This design comes from an exercise in tuning for small area on the open sky130 flow, not from production work.
The RTL was checked by simulation tests, not by an equivalence proof against the original design.
The clock port is modelled as an ideal driver, which makes a skipped or thinned clock tree look cheaper than it is; a real chip needs a root buffer or a tree.
Power is estimated from default activity; no workload was simulated.

## job 101
==> flow/design.v <==
module KeyDebounce (
    input clk,
    input rst_n,
    input key_in,
    output key_pulse
);
localparam [19:0] P  = 20'h55555;
localparam [19:0] S0 = 20'hC1546;   
localparam [19:0] T0 = S0 ^ P;
localparam [19:0] TP = 20'h7FFFF ^ P;
reg [19:0] t;
wire low_ones = (t[18:0] == TP[18:0]);
wire fb = (t[19] ^ t[16]) | low_ones;
always @(posedge clk or negedge rst_n) begin
    if (!rst_n)
        t <= T0;
    else if (key_in)
        t <= T0;
    else
        t <= {~t[18:0], ~fb};
end
assign key_pulse = low_ones & (t[19] == TP[19]);
endmodule
module LcdDriver(
    input pclk,
    input rst_n,
    output hs,
    output vs,
    output act,            
    output [3:0] xq,
    output [5:0] xr,
    output [3:0] yb,
    output [6:0] ylo
);
reg [3:0] q;
reg [5:0] r;
reg       yw;
reg [3:0] yh;
reg [6:0] yl;
wire blk15  = &q;
wire x_wrap = r[5] & r[0] & (blk15 ? (r[3] & r[2]) : r[4]);
wire yh_last = yh[3];                          
wire y_long = yw & (yh[3] | yh[2]);            
wire y_wrap = yl[6] & yl[5] & yl[1] & yl[0] & (~y_long | yl[3]);
wire line_end = blk15 & r[5] & r[2] & r[1] & r[0];
always @(posedge pclk or negedge rst_n) begin
    if (!rst_n) begin
        q  <= 4'd15;
        r  <= 6'd39;
        yw <= 1'b1;
        yh <= 4'd8;
        yl <= 7'd101;
    end else begin
        if (x_wrap) begin
            r <= 6'd0;
            q <= q + 4'd1;
        end else begin
            r <= r + 6'd1;
        end
        if (line_end) begin
            if (y_wrap) begin
                yl <= 7'd0;
                if (yh_last) begin
                    yh <= 4'd0;
                    yw <= ~yw;
                end else begin
                    yh <= yh + 4'd1;
                end
            end else begin
                yl <= yl + 7'd1;
            end
        end
    end
end
assign hs = ~(blk15 & (r >= 6'd40) & (r <= 6'd42));
wire last_blk = yw & yh_last;
assign vs = ~(last_blk & (yl >= 7'd102) & (yl <= 7'd104));
wire x_act = ~blk15;
wire y_act = ~yw | ~(yh[3] | yh[2]) | (yh == 4'd4 & yl < 7'd34);
assign act = x_act & y_act;
assign xq  = q;
assign xr  = r;
assign yb  = yh;
assign ylo = yl;
endmodule
module DisplaySignal(
    input pclk,
    input rst_n,
    input act,
    input [3:0] xq,
    input [5:0] xr,
    input [3:0] yb,
    input [6:0] ylo,
    output [23:0] pixel_data,
    input btn_next_img
);
wire next_img;
KeyDebounce key_debounce (
    .clk(pclk),
    .rst_n(rst_n),
    .key_in(btn_next_img),
    .key_pulse(next_img)
);
reg d1, d2;
reg [1:0] img_id;
always @(posedge pclk or negedge rst_n) begin
    if (!rst_n) begin
        d1 <= 1'b0;
        d2 <= 1'b0;
        img_id <= 2'd0;
    end else begin
        d1 <= next_img;
        d2 <= d1;
        if (d2)
            img_id <= img_id + 2'd1;
    end
end
wire bar_r = (xq <= 4'd2) | (xq >= 4'd9 & xq <= 4'd11);
wire bar_g = (xq >= 4'd3 & xq <= 4'd5) | (xq >= 4'd9 & xq <= 4'd11);
wire bar_b = (xq >= 4'd6 & xq <= 4'd11);
wire line = (~xq[0] & (xr <= 6'd20)) | (ylo <= 7'd20);
wire [4:0] sum = xq[3:1] + yb;
wire [3:0] ci = (sum >= 5'd9) ? sum - 5'd9 : sum;
reg r7, rl, g7, gl, b7, bl;
always @(*) begin
    r7 = 1'b0; rl = 1'b0; g7 = 1'b0; gl = 1'b0; b7 = 1'b0; bl = 1'b0;
    case (img_id)
        2'd0: begin
            r7 = bar_r; rl = bar_r;
            g7 = bar_g; gl = bar_g;
            b7 = bar_b; bl = bar_b;
        end
        2'd1: begin r7 = 1'b1; rl = 1'b1; end
        2'd2: begin g7 = 1'b1; gl = 1'b1; end
        2'd3: if (!line) begin
            case (ci)
                4'd0: begin r7 = 1'b1; rl = 1'b1; end
                4'd1: begin g7 = 1'b1; gl = 1'b1; end
                4'd2: begin b7 = 1'b1; bl = 1'b1; end
                4'd3: begin g7 = 1'b1; gl = 1'b1; b7 = 1'b1; bl = 1'b1; end
                4'd4: begin r7 = 1'b1; rl = 1'b1; b7 = 1'b1; bl = 1'b1; end
                4'd5: begin r7 = 1'b1; rl = 1'b1; g7 = 1'b1; gl = 1'b1; end
                4'd6: rl = 1'b1;
                4'd7: gl = 1'b1;
                4'd8: bl = 1'b1;
                default: ;
            endcase
        end
    endcase
end
assign pixel_data = act ? {r7, {7{rl}}, g7, {7{gl}}, b7, {7{bl}}} : 24'd0;
endmodule
module rgb_fpga(
    input clk,               
    input rst_n,
    output lcd_reset,
    output lcd_bl,
    output vs,
    output hs,
    output den,
    output [23:0] rgb,
    input btn_next_img
);
    assign lcd_reset = 1'b0;  
    assign lcd_bl = 1'b1;     
    wire [3:0] xq;
    wire [5:0] xr;
    wire [3:0] yb;
    wire [6:0] ylo;
    LcdDriver lcd_driver(
        .pclk(clk),
        .rst_n(rst_n),
        .hs(hs),
        .vs(vs),
        .act(den),
        .xq(xq),
        .xr(xr),
        .yb(yb),
        .ylo(ylo)
    );
    DisplaySignal display_signal(
        .pclk(clk),
        .rst_n(rst_n),
        .act(den),
        .xq(xq),
        .xr(xr),
        .yb(yb),
        .ylo(ylo),
        .pixel_data(rgb),
        .btn_next_img(btn_next_img)
    );
endmodule
Settings: LEC_CHECK=0, ABC_AREA=1, CAP_MARGIN=0, CORE_MARGIN=2, CORE_UTILIZATION=50, PLACE_DENSITY=0.85, SLEW_MARGIN=0; clock period 12.0 ns.
standard.sh (not shown) runs the stock make flow with config.mk's settings and CLKGATE_MAP_FILE= SYNTH_SCRIPT=/design/flow/synth_recipe.tcl, a recipe that flattens the netlist after the stock synthesis.
==> flow/flow/run.sh <==
#!/bin/bash
# Own layout flow: the standard ORFS flow (the standard flow's config.mk) with
#  - synthesis as the standard script, except that adders are left to ABC
#    and ABC maps the combinational logic with several area scripts
#    (flow/abc*.script), keeping the smallest result; registers are mapped by
#    the standard steps before ABC,
#  - the smallest buffer (buf_1) on each input and output port,
set -euo pipefail
W=$(pwd)
F=$W/flow
export MY_FLOW_DIR=$F
export MY_CLK_LEAVES=4
export MY_CLK_LEAF_BUF=sky130_fd_sc_hd__clkbuf_4
export MY_CLK_LEAF_UP=sky130_fd_sc_hd__clkbuf_8
make -C "$FLOW_HOME" DESIGN_CONFIG=$W/config.mk WORK_HOME=$W/orfs CLKGATE_MAP_FILE= \
  SYNTH_SCRIPT=$F/synth.tcl POST_CTS_TCL=$F/post_cts.tcl \
  "BUFFER_PORTS_ARGS=-buffer_cell sky130_fd_sc_hd__buf_1" \
  "CTS_ARGS=-sink_clustering_enable -repair_clock_nets -dont_use_dummy_load -buf_list sky130_fd_sc_hd__clkbuf_4" \
  finish > $W/make_finish.log 2>&1
R=$W/orfs/results/$FLOW_PLATFORM/rgb_fpga/base
: # left out here: write the final layout as DEF
==> flow/flow/post_cts.tcl <==
set block [ord::get_db_block]
set db [ord::get_db]
set clk_net [$block findNet clk]
set root ""
foreach it [$clk_net getITerms] {
  if { [$it getIoType] == "INPUT" } { set root [$it getInst] }
}
if { $root == "" } { error "no clock root buffer found" }
set root_net [[$root findITerm X] getNet]
set leaves {}
foreach it [$root_net getITerms] {
  if { [$it getIoType] == "INPUT" } { lappend leaves [$it getInst] }
}
# register clock pins, with their positions
set sinks {}
foreach leaf $leaves {
  foreach sit [[[$leaf findITerm X] getNet] getITerms] {
    if { [$sit getIoType] != "INPUT" } { continue }
    set box [[$sit getInst] getBBox]
    lappend sinks [list $sit [expr { ([$box xMin] + [$box xMax]) / 2 }] [expr { ([$box yMin] + [$box yMax]) / 2 }]]
  }
}
set n_leaves $::env(MY_CLK_LEAVES)
if { $n_leaves > [llength $leaves] || $n_leaves > 4 } { error "cannot make $n_leaves leaves" }
# split the sinks into n_leaves (1, 2 or 4) groups of equal size by
# recursive bisection, each time across the longer side of the bounding box
proc bisect { sinks } {
  set xs [lmap s $sinks { lindex $s 1 }]
  set ys [lmap s $sinks { lindex $s 2 }]
  set dx [expr { [tcl::mathfunc::max {*}$xs] - [tcl::mathfunc::min {*}$xs] }]
  set dy [expr { [tcl::mathfunc::max {*}$ys] - [tcl::mathfunc::min {*}$ys] }]
  set key [expr { $dx >= $dy ? 1 : 2 }]
  set sorted [lsort -integer -index $key $sinks]
  set h [expr { [llength $sorted] / 2 }]
  return [list [lrange $sorted 0 [expr { $h - 1 }]] [lrange $sorted $h end]]
}
set groups [list $sinks]
while { [llength $groups] < $n_leaves } {
  set next {}
  foreach g $groups { lappend next {*}[bisect $g] }
  set groups $next
}
if { [llength $groups] != $n_leaves } { error "MY_CLK_LEAVES must be 1, 2 or 4" }
# disconnect every sink, drop the root and the spare leaves
foreach s $sinks { [lindex $s 0] disconnect }
foreach leaf $leaves { [$leaf findITerm A] disconnect }
odb::dbInst_destroy $root
odb::dbNet_destroy $root_net
set keep [lrange $leaves 0 [expr { $n_leaves - 1 }]]
foreach leaf [lrange $leaves $n_leaves end] {
  set lnet [[$leaf findITerm X] getNet]
  [$leaf findITerm X] disconnect
  odb::dbInst_destroy $leaf
  odb::dbNet_destroy $lnet
}
set leaf_master [$db findMaster $::env(MY_CLK_LEAF_BUF)]
set up_master [$db findMaster $::env(MY_CLK_LEAF_UP)]
foreach leaf $keep group $groups {
  $leaf swapMaster $leaf_master
  [$leaf findITerm A] connect $clk_net
  set lnet [[$leaf findITerm X] getNet]
  set sx 0
  set sy 0
  foreach s $group {
    [lindex $s 0] connect $lnet
    incr sx [lindex $s 1]
    incr sy [lindex $s 2]
  }
  set cx [expr { $sx / [llength $group] }]
  set cy [expr { $sy / [llength $group] }]
  $leaf setLocation $cx $cy
  puts "post_cts: leaf [$leaf getName] drives [llength $group] clock pins"
}
# One tie cell drives both constant outputs (conb_1 has a HI and a LO pin).
set ties {}
foreach inst [$block getInsts] {
  if { [[$inst getMaster] getName] == "sky130_fd_sc_hd__conb_1" } { lappend ties $inst }
}
if { [llength $ties] == 2 } {
  set keept [lindex $ties 0]
  set drop [lindex $ties 1]
  foreach pin {HI LO} {
    set dn [[$drop findITerm $pin] getNet]
    if { $dn != "NULL" } {
      set kn [[$keept findITerm $pin] getNet]
      if { $kn != "NULL" } { error "tie cells: both drive $pin" }
      [$drop findITerm $pin] disconnect
      [$keept findITerm $pin] connect $dn
    }
  }
  puts "post_cts: merged tie cell [$drop getName] into [$keept getName]"
  odb::dbInst_destroy $drop
}
detailed_placement
estimate_parasitics -placement
set slew_target 0.125
foreach leaf $keep {
  set worst 0.0
  foreach sit [[[$leaf findITerm X] getNet] getITerms] {
    if { [$sit getIoType] != "INPUT" } { continue }
    set pin [get_pins "[[$sit getInst] getName]/[[$sit getMTerm] getName]"]
    set s [get_property $pin slew_max]
    if { $s > $worst } { set worst $s }
  }
  puts "post_cts: leaf [$leaf getName] ([[$leaf getMaster] getName]) worst sink slew $worst"
  if { $worst > $slew_target } {
    $leaf swapMaster $up_master
    puts "post_cts: upsized [$leaf getName] to [$up_master getName]"
  }
}
detailed_placement
check_placement -verbose
estimate_parasitics -placement
report_clock_skew
Other scripts of this flow, unchanged in this note and not shown: flow/flow/abc1.script, flow/flow/abc2.script, flow/flow/abc3.script, flow/flow/abc4.script, flow/flow/abc5.script, flow/flow/abc6.script, flow/flow/synth.tcl
--- input diff job 101..job 102 ---
Settings: CAP_MARGIN changed from 0 to 20; PLACE_DENSITY removed (was 0.85); SLEW_MARGIN changed from 0 to 20.
--- a/flow/flow/run.sh
+++ b/flow/flow/run.sh
@@ -10,7 +10,7 @@
 F=$W/flow
 export MY_FLOW_DIR=$F
-export MY_CLK_LEAVES=4
-export MY_CLK_LEAF_BUF=sky130_fd_sc_hd__clkbuf_4
-export MY_CLK_LEAF_UP=sky130_fd_sc_hd__clkbuf_8
+export MY_CLK_LEAVES=2
+export MY_CLK_LEAF_BUF=sky130_fd_sc_hd__clkbuf_8
+export MY_CLK_LEAF_UP=sky130_fd_sc_hd__clkbuf_16
 make -C "$FLOW_HOME" DESIGN_CONFIG=$W/config.mk WORK_HOME=$W/orfs CLKGATE_MAP_FILE= \
   SYNTH_SCRIPT=$F/synth.tcl POST_CTS_TCL=$F/post_cts.tcl \
--- a/flow/flow/post_cts.tcl
+++ b/flow/flow/post_cts.tcl
@@ -23,23 +23,18 @@
 set n_leaves $::env(MY_CLK_LEAVES)
 if { $n_leaves > [llength $leaves] || $n_leaves > 4 } { error "cannot make $n_leaves leaves" }
-# split the sinks into n_leaves (1, 2 or 4) groups of equal size by
-# recursive bisection, each time across the longer side of the bounding box
-proc bisect { sinks } {
-  set xs [lmap s $sinks { lindex $s 1 }]
-  set ys [lmap s $sinks { lindex $s 2 }]
-  set dx [expr { [tcl::mathfunc::max {*}$xs] - [tcl::mathfunc::min {*}$xs] }]
-  set dy [expr { [tcl::mathfunc::max {*}$ys] - [tcl::mathfunc::min {*}$ys] }]
-  set key [expr { $dx >= $dy ? 1 : 2 }]
-  set sorted [lsort -integer -index $key $sinks]
-  set h [expr { [llength $sorted] / 2 }]
-  return [list [lrange $sorted 0 [expr { $h - 1 }]] [lrange $sorted $h end]]
+# split the sinks into n_leaves groups of equal size along the longer side
+set xs [lmap s $sinks { lindex $s 1 }]
+set ys [lmap s $sinks { lindex $s 2 }]
+set dx [expr { [tcl::mathfunc::max {*}$xs] - [tcl::mathfunc::min {*}$xs] }]
+set dy [expr { [tcl::mathfunc::max {*}$ys] - [tcl::mathfunc::min {*}$ys] }]
+set key [expr { $dx >= $dy ? 1 : 2 }]
+set sorted [lsort -integer -index $key $sinks]
+set n [llength $sorted]
+set groups {}
+for { set g 0 } { $g < $n_leaves } { incr g } {
+  set lo [expr { ($g * $n) / $n_leaves }]
+  set hi [expr { (($g + 1) * $n) / $n_leaves - 1 }]
+  lappend groups [lrange $sorted $lo $hi]
 }
-set groups [list $sinks]
-while { [llength $groups] < $n_leaves } {
-  set next {}
-  foreach g $groups { lappend next {*}[bisect $g] }
-  set groups $next
-}
-if { [llength $groups] != $n_leaves } { error "MY_CLK_LEAVES must be 1, 2 or 4" }
 # disconnect every sink, drop the root and the spare leaves
 foreach s $sinks { [lindex $s 0] disconnect }
--- outcome ---
Job 102: all stages complete, timing, DRC and antenna checks passed
The maximum frequency from static timing analysis of job 102 and that of job 101 are within noise of each other.
Reported for job 101 and job 102, biggest fanout along the worst timing path turned out identical to the last digit.
On sequential share of layout area: between job 101 and job 102, it ends up lower for job 102.
In job 102, the core occupancy in the finished layout came out 0.64 points above the value in job 101.
Comparing job 101 and job 102, the lower cell count was measured on job 102.
Part of the power in the clock network, job 101 and job 102: smaller value in job 101
Sort job 101 and job 102 by final area desc -> top: job 102
Between job 102 and job 101, it is job 102 whose worst setup slack after layout is lower, by 8.7 ps.
Of job 101 and job 102, the run reporting the higher count of plain and timing-repair buffers in the layout was job 102.
Compared with job 101, job 102 shows a lower met3 track utilization from global routing.
Clock buffer count in the final layout, job 101 and job 102: lower on job 102
#### Input delta (job 103 over job 102)
--- a/flow/flow/run.sh
+++ b/flow/flow/run.sh
@@ -10,7 +10,7 @@
 F=$W/flow
 export MY_FLOW_DIR=$F
-export MY_CLK_LEAVES=2
-export MY_CLK_LEAF_BUF=sky130_fd_sc_hd__clkbuf_8
-export MY_CLK_LEAF_UP=sky130_fd_sc_hd__clkbuf_16
+export MY_CLK_LEAVES=4
+export MY_CLK_LEAF_BUF=sky130_fd_sc_hd__clkbuf_4
+export MY_CLK_LEAF_UP=sky130_fd_sc_hd__clkbuf_8
 make -C "$FLOW_HOME" DESIGN_CONFIG=$W/config.mk WORK_HOME=$W/orfs CLKGATE_MAP_FILE= \
   SYNTH_SCRIPT=$F/synth.tcl POST_CTS_TCL=$F/post_cts.tcl \
--- a/flow/flow/post_cts.tcl
+++ b/flow/flow/post_cts.tcl
@@ -23,18 +23,23 @@
 set n_leaves $::env(MY_CLK_LEAVES)
 if { $n_leaves > [llength $leaves] || $n_leaves > 4 } { error "cannot make $n_leaves leaves" }
-# split the sinks into n_leaves groups of equal size along the longer side
-set xs [lmap s $sinks { lindex $s 1 }]
-set ys [lmap s $sinks { lindex $s 2 }]
-set dx [expr { [tcl::mathfunc::max {*}$xs] - [tcl::mathfunc::min {*}$xs] }]
-set dy [expr { [tcl::mathfunc::max {*}$ys] - [tcl::mathfunc::min {*}$ys] }]
-set key [expr { $dx >= $dy ? 1 : 2 }]
-set sorted [lsort -integer -index $key $sinks]
-set n [llength $sorted]
-set groups {}
-for { set g 0 } { $g < $n_leaves } { incr g } {
-  set lo [expr { ($g * $n) / $n_leaves }]
-  set hi [expr { (($g + 1) * $n) / $n_leaves - 1 }]
-  lappend groups [lrange $sorted $lo $hi]
+# split the sinks into n_leaves (1, 2 or 4) groups of equal size by
+# recursive bisection, each time across the longer side of the bounding box
+proc bisect { sinks } {
+  set xs [lmap s $sinks { lindex $s 1 }]
+  set ys [lmap s $sinks { lindex $s 2 }]
+  set dx [expr { [tcl::mathfunc::max {*}$xs] - [tcl::mathfunc::min {*}$xs] }]
+  set dy [expr { [tcl::mathfunc::max {*}$ys] - [tcl::mathfunc::min {*}$ys] }]
+  set key [expr { $dx >= $dy ? 1 : 2 }]
+  set sorted [lsort -integer -index $key $sinks]
+  set h [expr { [llength $sorted] / 2 }]
+  return [list [lrange $sorted 0 [expr { $h - 1 }]] [lrange $sorted $h end]]
 }
+set groups [list $sinks]
+while { [llength $groups] < $n_leaves } {
+  set next {}
+  foreach g $groups { lappend next {*}[bisect $g] }
+  set groups $next
+}
+if { [llength $groups] != $n_leaves } { error "MY_CLK_LEAVES must be 1, 2 or 4" }
 # disconnect every sink, drop the root and the spare leaves
 foreach s $sinks { [lindex $s 0] disconnect }
- Job 103 was carried through to the last stage, and its layout satisfied the timing, design-rule and antenna checks.
- As far as synthesized area goes, job 103 and job 102 are indistinguishable; the numbers are identical.
- Job 103 ends up with higher combinational group share of total power than job 102 does.
- Reported for job 102 and job 103, number of search-and-repair iterations in the first detailed-routing pass turned out identical to the last digit.
- Comparing job 102 and job 103, the higher global-route wire length before repair was measured on job 103.
diff inputs: job 103 => job 104
Settings: PLACE_DENSITY newly set to 0.85; CAP_MARGIN changed from 20 to 0; SLEW_MARGIN changed from 20 to 0.
--- a/flow/flow/run.sh
+++ b/flow/flow/run.sh
@@ -6,4 +6,10 @@
 #    the standard steps before ABC,
 #  - the smallest buffer (buf_1) on each input and output port,
+#  - CTS with clkbuf_4 and no dummy loads, then (flow/post_cts.tcl) the tree
+#    reworked: the root buffer removed and the clock port driving 4 leaf
+#    buffers directly, each at the centre of a quarter of the register clock
+#    pins (recursive bisection); a leaf whose clock pins see too high a slew
+#    is upsized. The two tie cells are merged into one.
+# make's output goes to make_finish.log here, each ORFS step's to orfs/logs.
 set -euo pipefail
 W=$(pwd)
Findings:
As far as synthesized area goes, job 104 and job 103 are indistinguishable; the numbers are identical. As of job 104, clock power had fallen by a little under 10% compared to job 103. Job 104 finished end to end and its layout was clean on timing, DRC and antenna. Going from job 103 to job 104, share of power burned in combinational logic barely changed, routed wire length now sits lower, fraction of power consumed by sequential logic rose 1.9 points, overall routing resource usage decreased by 0.90 points relative to the old numbers, post-route clock period utilization did not really move. Taking job 103 as the reference point, the worst setup slack of job 104 falls by 15 ps.
--- input diff job 104..job 105 ---
Settings: GPL_TIMING_DRIVEN newly set to 0.
Results
Cmp job 104 and job 105 / wire length / higher: job 105
~same worst-skew pair later-pin latency in job 104 and job 105
As far as required time of the critical path is concerned, job 105 and job 104 perform about the same.
Measured against job 105, the via count of the first global-routing pass of job 104 comes out at 0.945 times the reference value.
Compared with job 104, job 105 shows net load switching power that has gone up by a few percent.

port drivers added, routing unchanged:
No port has a modelled driver above. Below, the same layouts with a new extraction and two added sets of constraints. Step 1: set_driving_cell puts a clkbuf_16 on clk and a buf_2 on each other input, an assumption about the parent block. Step 2 times the ports against the registers' clock, not the clock port: input delays grow and output delays shrink by t, the midpoint of the rising clock arrivals with the driver on. a / b / c = no drivers / after step 1 / after step 2; a / b = the first two.
run | t, ns | setup slack, ns | latest minus earliest clock arrival (ns) | slew at the worst register clock pin (ns)
job 101 | 0.208 | 6.583 / 6.542 / 6.749 | 0.011 / 0.011 | 0.11 / 0.11
job 102 | 0.192 | 6.574 / 6.532 / 6.724 | 0.006 / 0.007 | 0.09 / 0.09
job 103 | 0.204 | 6.598 / 6.550 / 6.754 | 0.031 / 0.031 | 0.11 / 0.11
job 104 | 0.208 | 6.583 / 6.542 / 6.749 | 0.011 / 0.011 | 0.11 / 0.11
job 105 | 0.203 | 6.389 / 6.344 / 6.547 | 0.037 / 0.037 | 0.12 / 0.12
After both steps setup and hold are still met in every run listed.
